Context: an optimization exercise on an open-source flow, tuned for small area. The choices shown serve that exercise and are no tape-out recipe. Function was checked by simulation only, so behaviour that the tests miss may differ from the original.

==> run E: inputs <==
## trafic_light
module trafic_light(rst, clk, time_spd, add_hour, emgc_btn, LCD_RS, LCD_RW, LCD_DATA, N_C, W_C, S_C, E_C, Walk);
input rst, clk;
input add_hour, emgc_btn;
input [1:0] time_spd;
output LCD_RS, LCD_RW;
output wire [7:0] LCD_DATA;
output reg [3:0] N_C, W_C, S_C, E_C;  
output reg [7:0] Walk;  
parameter A = 3'd0, B = 3'd1, C = 3'd2, D = 3'd3,
          E = 3'd4, F = 3'd5, G = 3'd6, H = 3'd7;
wire d_or_n_now, d_or_n;
wire in_reset;
wire add_hour_t, emgc_btn_t;
wire [1:0] hour1;
wire [3:0] hour0, min0, sec0;
wire [2:0] min1, sec1;
reg ea;
reg [2:0] st;
reg pflag;           
reg night;           
reg emgc;
reg [4:0] hi;        
reg [8:0] lo;        
reg [9:0] emgc_cnt;
localparam [8:0] LO_499 = 9'b000100001;
localparam [9:0] EC_1000 = 10'b0101100100;
wire [8:0] lo_inc = {lo[7:0], ~(lo[8] ^ lo[4])};
wire [9:0] ec_inc = {emgc_cnt[8:0], ~(emgc_cnt[9] ^ emgc_cnt[6])};
oneshot_universal #(.WIDTH(2)) u1(clk, in_reset, {add_hour, emgc_btn}, {add_hour_t, emgc_btn_t});
clock c1(in_reset, clk, time_spd, add_hour_t, hour1, hour0, min1, min0, sec1, sec0, d_or_n_now, d_or_n);
  ...
Settings: LEC_CHECK=0, CAP_MARGIN=20, CORE_MARGIN=2, CORE_UTILIZATION=40, CTS_BUF_LIST=sky130_fd_sc_hd__clkbuf_8, SLEW_MARGIN=20; clock period 10.0 ns.
standard.sh (not shown) runs the stock make flow with config.mk's settings and CLKGATE_MAP_FILE= SYNTH_SCRIPT=/design/flow/synth_recipe.tcl, a recipe that flattens the netlist after the stock synthesis.
==> flow/flow/run.sh <==
#!/bin/bash
# Layout flow: the standard synthesis, its combinational logic re-mapped for
# area by ABC (flip-flops untouched; a few ABC scripts are tried, each result
# is proven equal to the standard netlist, and the smallest proven one is
# used, else the standard netlist is kept), then the standard layout with the
# smallest buffer on the ports and a clock tree without dummy loads.
set -uo pipefail
LIB=$FLOW_HOME/platforms/$FLOW_PLATFORM/lib/sky130_fd_sc_hd__tt_025C_1v80.lib
R=orfs/results/$FLOW_PLATFORM/trafic_light/base
bash standard.sh synth > 1_standard_synth.log 2>&1 || exit 1
cp $R/1_2_yosys.v std.v
cands="1 2 3 4 5 6"
for n in $cands; do
  (
    mkdir -p rs$n
    sed "s#@LIB@#$LIB#g; s#@TOP@#$FLOW_TOP#g; s#@SCRIPT@#flow/abc_$n.script#g; s#@DIR@#rs$n#g" flow/resynth.ys > rs$n/resynth.ys
    sed "s#@LIB@#$LIB#g; s#@TOP@#$FLOW_TOP#g; s#@DIR@#rs$n#g" flow/equiv.ys > rs$n/equiv.ys
    timeout 900 yosys -s rs$n/resynth.ys > 2_resynth_$n.log 2>&1 &&
      timeout 900 yosys -s rs$n/equiv.ys > 3_equiv_$n.log 2>&1 &&
      grep "Chip area" rs$n/resynth_stat.log | awk '{print $NF}' > rs$n/ok
  ) &
  if [[ $n == 3 ]]; then wait; fi
done
wait
best=""; bestarea=""
for n in $cands; do
  if [[ -s rs$n/ok ]]; then
    a=$(cat rs$n/ok)
    if [[ -z "$best" ]] || awk "BEGIN{exit !($a < $bestarea)}"; then best=$n; bestarea=$a; fi
  fi
done
if [[ -n "$best" ]]; then
  cp rs$best/resynth.v $R/1_2_yosys.v
  touch $R/1_2_yosys.v
  echo "resynthesized netlist $best used, area $bestarea" > resynth_status.log
else
  echo "standard netlist kept" > resynth_status.log
fi
bash standard.sh BUFFER_PORTS_ARGS="-buffer_cell sky130_fd_sc_hd__buf_1" \
  CTS_ARGS="-sink_clustering_enable -repair_clock_nets -dont_use_dummy_load -buf_list sky130_fd_sc_hd__clkbuf_8" \
  finish > 4_standard_finish.log 2>&1
==> flow/flow/abc_3.script <==
strash
&get -n
&deepsyn -T 30 -S 3
&put
dch -f
amap
==> flow/flow/abc_4.script <==
strash
&get -n
&deepsyn -T 30 -S 11
&put
strash
dch -f
map -a
strash
dch -f
amap
==> flow/flow/abc_5.script <==
strash
&get -n
&deepsyn -T 30 -S 5
&put
dch -f
amap
==> flow/flow/abc_6.script <==
strash
&get -n
&deepsyn -T 30 -S 13
&put
strash
dch -f
map -a
strash
dch -f
amap
Other scripts of this flow, unchanged in this note and not shown: flow/flow/abc_1.script, flow/flow/abc_2.script, flow/flow/equiv.ys, flow/flow/resynth.ys
==> inputs of run F, as changes to run E <==
--- a/flow/design.v
+++ b/flow/design.v
@@ -1,26 +1,27 @@
-module oneshot_universal(clk, clr, btn, btn_trig);
+module oneshot_universal(clk, rst, btn, btn_trig);
 parameter WIDTH = 1;
-input clk, clr;
+input clk, rst;
 input [WIDTH-1:0] btn;
 reg [WIDTH-1:0] btn_reg, btn_reg2;
 output reg [WIDTH-1:0] btn_trig;
-always @(posedge clk) begin
-    btn_reg <= btn;
-    if(clr) begin
+always @(negedge rst or posedge clk) begin
+    if(!rst) begin
+        btn_reg <= {WIDTH{1'b0}};
         btn_reg2 <= {WIDTH{1'b0}};
         btn_trig <= {WIDTH{1'b0}};
     end
     else begin
+        btn_reg <= btn;
         btn_reg2 <= btn_reg;
         btn_trig <= btn_reg & ~btn_reg2;
     end
 end
 endmodule
-module clock(clr, clk, time_spd, add_hour_t, hour1, hour0, min1, min0, sec1, sec0, d_or_n, d_or_n_d);
-input clr, clk;      
+module clock(rst, clk, time_spd, add_hour_t, hour1, hour0, min1, min0, sec1, sec0, d_or_n, d_or_n_d);
+input rst, clk;
 input add_hour_t;        
 input [1:0] time_spd;
 output reg [1:0] hour1;
 output reg [3:0] hour0, min0, sec0;
 output reg [2:0] min1, sec1;
 output d_or_n;           
@@ -54,22 +55,23 @@
 wire sec1_5 = sec1[2] & sec1[0];
 wire min0_9 = min0[3] & min0[0];
 wire min1_5 = min1[2] & min1[0];
 wire hour0_9 = hour0[3] & hour0[0];
 wire hour_23 = hour1[1] & (hour0 == 4'd3);
 assign d_or_n = ~(hour1[0] | hour0[3] | (hour1[1] & ~(hour0[1] & hour0[0])));
-always @(posedge clk) begin
-    if(clr) begin
-        i <= 1;
+always @(negedge rst or posedge clk) begin
+    if(!rst) begin
+        i <= 0;
         started <= 0;
         st2mo_t <= 0;
         c_m0 <= 0; mo2mt_t <= 0;
         c_m1 <= 0; mt2ho_t <= 0;
         c_h9 <= 0; ho2ht_t <= 0;
         c_h23 <= 0; ht2d_t <= 0;
         sec0 <= 0; sec1 <= 0; min0 <= 0; min1 <= 0; hour0 <= 0; hour1 <= 0;
+        d_or_n_d <= 1;
     end
     else begin
         if(wrap) begin
             i <= 0;
             started <= 1;
         end
@@ -87,25 +89,24 @@
         c_h9 <= hour_t & hour0_9;
         c_h23 <= hour_t & hour_23;
         ho2ht_t <= c_h9;
         ht2d_t <= c_h23;
         if(ht2d_t) hour1 <= 0;
         else if(ho2ht_t) hour1 <= hour1 + 1'b1;
+        d_or_n_d <= d_or_n;
     end
 end
-always @(posedge clk) d_or_n_d <= d_or_n;
 endmodule
-module LCD(rst, clk, hour1, hour0, min1, min0, sec1, sec0, d_or_n, t_state, LCD_RS, LCD_RW, LCD_DATA, in_reset);
+module LCD(rst, clk, hour1, hour0, min1, min0, sec1, sec0, d_or_n, t_state, LCD_RS, LCD_RW, LCD_DATA);
 input rst, clk, d_or_n;
 input [2:0] t_state;
 input [1:0] hour1;
 input [3:0] hour0, min0, sec0;
 input [2:0] min1, sec1;
 output reg LCD_RS, LCD_RW;
 output reg [7:0] LCD_DATA;
-output in_reset;     
 parameter P_FS = 4'd3, P_DO = 4'd4, P_EM = 4'd5, P_L1 = 4'd6, P_L2 = 4'd7,
           P_DT = 4'd14, P_CD = 4'd15;
 reg [3:0] ph;
 reg [4:0] c;
 wire last = &c;
 wire [3:0] n_ph = (ph == P_CD) ? P_L1 : ph + 1'b1;
@@ -129,17 +130,16 @@
         ph <= n_ph;
         c <= n_start;
     end
     else c <= c + 1'b1;
 end
 wire [4:0] k = c - 5'd11;    
-assign in_reset = (ph == 4'd0) && (c == 5'd8);
 always @(*) begin
     {LCD_RS, LCD_RW, LCD_DATA} = 10'b1_1_0010_0000;
     case(ph)
-        4'd0: if(in_reset) {LCD_RS, LCD_RW, LCD_DATA} = 10'b1_1_0000_0000;
+        4'd0: if(c == 5'd8) {LCD_RS, LCD_RW, LCD_DATA} = 10'b1_1_0000_0000;
         4'd1, 4'd2: ;
         P_FS: {LCD_RS, LCD_RW, LCD_DATA} = 10'b0_0_0011_1000;
         P_DO: {LCD_RS, LCD_RW, LCD_DATA} = 10'b0_0_0000_1100;
         P_EM: {LCD_RS, LCD_RW, LCD_DATA} = 10'b0_0_0000_0110;
         P_L1: begin
             {LCD_RS, LCD_RW} = 2'b10;
@@ -195,35 +195,30 @@
 output wire [7:0] LCD_DATA;
 output reg [3:0] N_C, W_C, S_C, E_C;  
 output reg [7:0] Walk;  
 parameter A = 3'd0, B = 3'd1, C = 3'd2, D = 3'd3,
           E = 3'd4, F = 3'd5, G = 3'd6, H = 3'd7;
 wire d_or_n_now, d_or_n;
-wire in_reset;
 wire add_hour_t, emgc_btn_t;
 wire [1:0] hour1;
 wire [3:0] hour0, min0, sec0;
 wire [2:0] min1, sec1;
 reg ea;
 reg [2:0] st;
 reg pflag;           
 reg night;           
 reg emgc;
 reg [4:0] hi;        
-reg [8:0] lo;        
+reg [8:0] lo;
 reg [9:0] emgc_cnt;
-localparam [8:0] LO_499 = 9'b000100001;
-localparam [9:0] EC_1000 = 10'b0101100100;
-wire [8:0] lo_inc = {lo[7:0], ~(lo[8] ^ lo[4])};
-wire [9:0] ec_inc = {emgc_cnt[8:0], ~(emgc_cnt[9] ^ emgc_cnt[6])};
-oneshot_universal #(.WIDTH(2)) u1(clk, in_reset, {add_hour, emgc_btn}, {add_hour_t, emgc_btn_t});
-clock c1(in_reset, clk, time_spd, add_hour_t, hour1, hour0, min1, min0, sec1, sec0, d_or_n_now, d_or_n);
-LCD l1(rst, clk, hour1, hour0, min1, min0, sec1, sec0, d_or_n, ea ? A : st, LCD_RS, LCD_RW, LCD_DATA, in_reset);
+oneshot_universal #(.WIDTH(2)) u1(clk, rst, {add_hour, emgc_btn}, {add_hour_t, emgc_btn_t});
+clock c1(rst, clk, time_spd, add_hour_t, hour1, hour0, min1, min0, sec1, sec0, d_or_n_now, d_or_n);
+LCD l1(rst, clk, hour1, hour0, min1, min0, sec1, sec0, d_or_n, ea ? A : st, LCD_RS, LCD_RW, LCD_DATA);
 wire frozen = ~ea & (night ? (st == D || st == F || st == G) : (st == B || st == C || st == H));
-wire lo_end = (lo == LO_499);
-wire ec_end = (emgc_cnt == EC_1000);
+wire lo_end = (lo == 9'd499);
+wire ec_end = (emgc_cnt == 10'd1000);
 wire t_end = ea ? (hi == 5'd30) : night ? (hi == 5'd20) : (hi == 5'd10);
 reg [2:0] nxt;
 always @(*) begin
     if(night) begin
         case(st)
             A: nxt = ~d_or_n ? A : pflag ? C : E;
@@ -239,21 +234,21 @@
             D: nxt = F;
             E: nxt = pflag ? G : A;
             default: nxt = E;        
         endcase
     end
 end
-always @(posedge clk) begin
-    if(in_reset) begin
+always @(posedge clk or negedge rst) begin
+    if(!rst) begin
         ea <= 0;
         st <= B;
         pflag <= 0;
         night <= 1;
         emgc <= 0;
-        hi <= 0;
-        lo <= 0;
+        hi <= 5'd31;
+        lo <= 9'd499;
         emgc_cnt <= 0;
     end
     else if(emgc_btn_t) emgc <= ~emgc;
     else if(ea) begin
         if(t_end) begin
             ea <= 0;
@@ -261,13 +256,13 @@
             pflag <= (st == B || st == F);
             night <= d_or_n;
             emgc <= 0;
             hi <= 0; lo <= 0;
         end
         else begin
-            lo <= lo_end ? 9'd0 : lo_inc;
+            lo <= lo_end ? 9'd0 : lo + 1'b1;
             hi <= hi + lo_end;
         end
     end
     else if(~frozen) begin
         if(t_end | (emgc & ec_end)) begin
             if(emgc) begin
@@ -277,15 +272,15 @@
             else st <= nxt;
             pflag <= (st == B || st == F);
             night <= d_or_n;
             hi <= 0; lo <= 0;
         end
         else begin
-            lo <= lo_end ? 9'd0 : lo_inc;
+            lo <= lo_end ? 9'd0 : lo + 1'b1;
             hi <= hi + lo_end;
-            if(emgc) emgc_cnt <= ec_inc;
+            if(emgc) emgc_cnt <= emgc_cnt + 1'b1;
         end
     end
 end
 reg ly, lf;
 always @(*) begin
     ly = 0; lf = 0;
@@ -319,13 +314,13 @@
         D: begin veh = 16'b1000_0001_1000_0001; walk = 8'b10_10_10_10; end
         E: begin veh = 16'b0001_0100_0001_0100; walk = 8'b01_10_01_10; end
         F: begin veh = 16'b0001_1100_0001_0001; walk = 8'b01_10_10_10; end
         G: begin veh = 16'b0001_0001_0001_1100; walk = 8'b10_10_01_10; end
         default: begin veh = 16'b0001_1000_0001_1000; walk = 8'b10_10_10_10; end
     endcase
-    if(in_reset) {N_C, W_C, S_C, E_C, Walk} = 24'hffffff;
+    if(&hi) {N_C, W_C, S_C, E_C, Walk} = 24'hffffff;    
     else begin
         {N_C, W_C, S_C, E_C} = ly ? 16'b0010_0010_0010_0010 : veh;
         Walk = lf ? (walk & 8'b10_10_10_10) : walk;
     end
 end
 endmodule
--- a/flow/flow/run.sh
+++ b/flow/flow/run.sh
@@ -6,27 +6,25 @@
 # smallest buffer on the ports and a clock tree without dummy loads.
 set -uo pipefail
 LIB=$FLOW_HOME/platforms/$FLOW_PLATFORM/lib/sky130_fd_sc_hd__tt_025C_1v80.lib
 R=orfs/results/$FLOW_PLATFORM/trafic_light/base
 bash standard.sh synth > 1_standard_synth.log 2>&1 || exit 1
 cp $R/1_2_yosys.v std.v
-cands="1 2 3 4 5 6"
-for n in $cands; do
+for n in 1 2 3; do
   (
     mkdir -p rs$n
     sed "s#@LIB@#$LIB#g; s#@TOP@#$FLOW_TOP#g; s#@SCRIPT@#flow/abc_$n.script#g; s#@DIR@#rs$n#g" flow/resynth.ys > rs$n/resynth.ys
     sed "s#@LIB@#$LIB#g; s#@TOP@#$FLOW_TOP#g; s#@DIR@#rs$n#g" flow/equiv.ys > rs$n/equiv.ys
     timeout 900 yosys -s rs$n/resynth.ys > 2_resynth_$n.log 2>&1 &&
       timeout 900 yosys -s rs$n/equiv.ys > 3_equiv_$n.log 2>&1 &&
       grep "Chip area" rs$n/resynth_stat.log | awk '{print $NF}' > rs$n/ok
   ) &
-  if [[ $n == 3 ]]; then wait; fi
 done
 wait
 best=""; bestarea=""
-for n in $cands; do
+for n in 1 2 3; do
   if [[ -s rs$n/ok ]]; then
     a=$(cat rs$n/ok)
     if [[ -z "$best" ]] || awk "BEGIN{exit !($a < $bestarea)}"; then best=$n; bestarea=$a; fi
   fi
 done
 if [[ -n "$best" ]]; then
==> flow/flow/abc_3.script (replaced) <==
strash
&get -n
&dc2
&dch -f
&if -a -K 6
&mfs
&put
strash
dch -f
amap
CORE_UTILIZATION = 70   (was 40)
PLACE_DENSITY = 0.8   (was unset)
removed: flow/flow/abc_4.script
removed: flow/flow/abc_5.script
removed: flow/flow/abc_6.script
==> summary of the runs <==
In run F the critical path depth is lower than in run E, by 5. Against run F, the routed wire length of run E is lower by 2.4%. Of run E and run F, run F has the higher first-iteration DRC count (gap 39%, measured against run F). Of run E and run F, run F has the higher via count (gap about 3.2%, measured against run F). Of run E and run F, run F has the higher synthesized cell count (gap 0.36%, measured against run F). Die area: run E is larger than run F (about 60%). Of run F and run E, run E has the higher cell count (gap about 7%, measured against run E). Between run F and run E, the lower area after synthesis is in run E (gap about 9%, measured against run E).

-- port drivers added, routing unchanged --
Ports are ideal in the flow. The routed layouts listed here were re-timed in OpenROAD.
Step 1 (the two cells are an assumption about what drives the block):
set clk [get_ports {clk}]
set_driving_cell -lib_cell sky130_fd_sc_hd__clkbuf_16 $clk
set_driving_cell -lib_cell sky130_fd_sc_hd__buf_2 [delete_from_list [all_inputs] $clk]
Step 2, shift: input delay + t, output delay - t, t = (earliest + latest rising clock arrival at the registers) / 2. This alone moves slack from input paths to output paths.
Three values: ideal ports, drivers, drivers and shift; two values: the first two.
run | t, ns | setup WS [ns] | worst setup path after step 2
run E | 0.382 | 4.506 / 4.474 / 4.855 | register to output
run F | 0.373 | 4.888 / 4.856 / 5.229 | register to output
After both steps setup and hold are still met in every run listed.
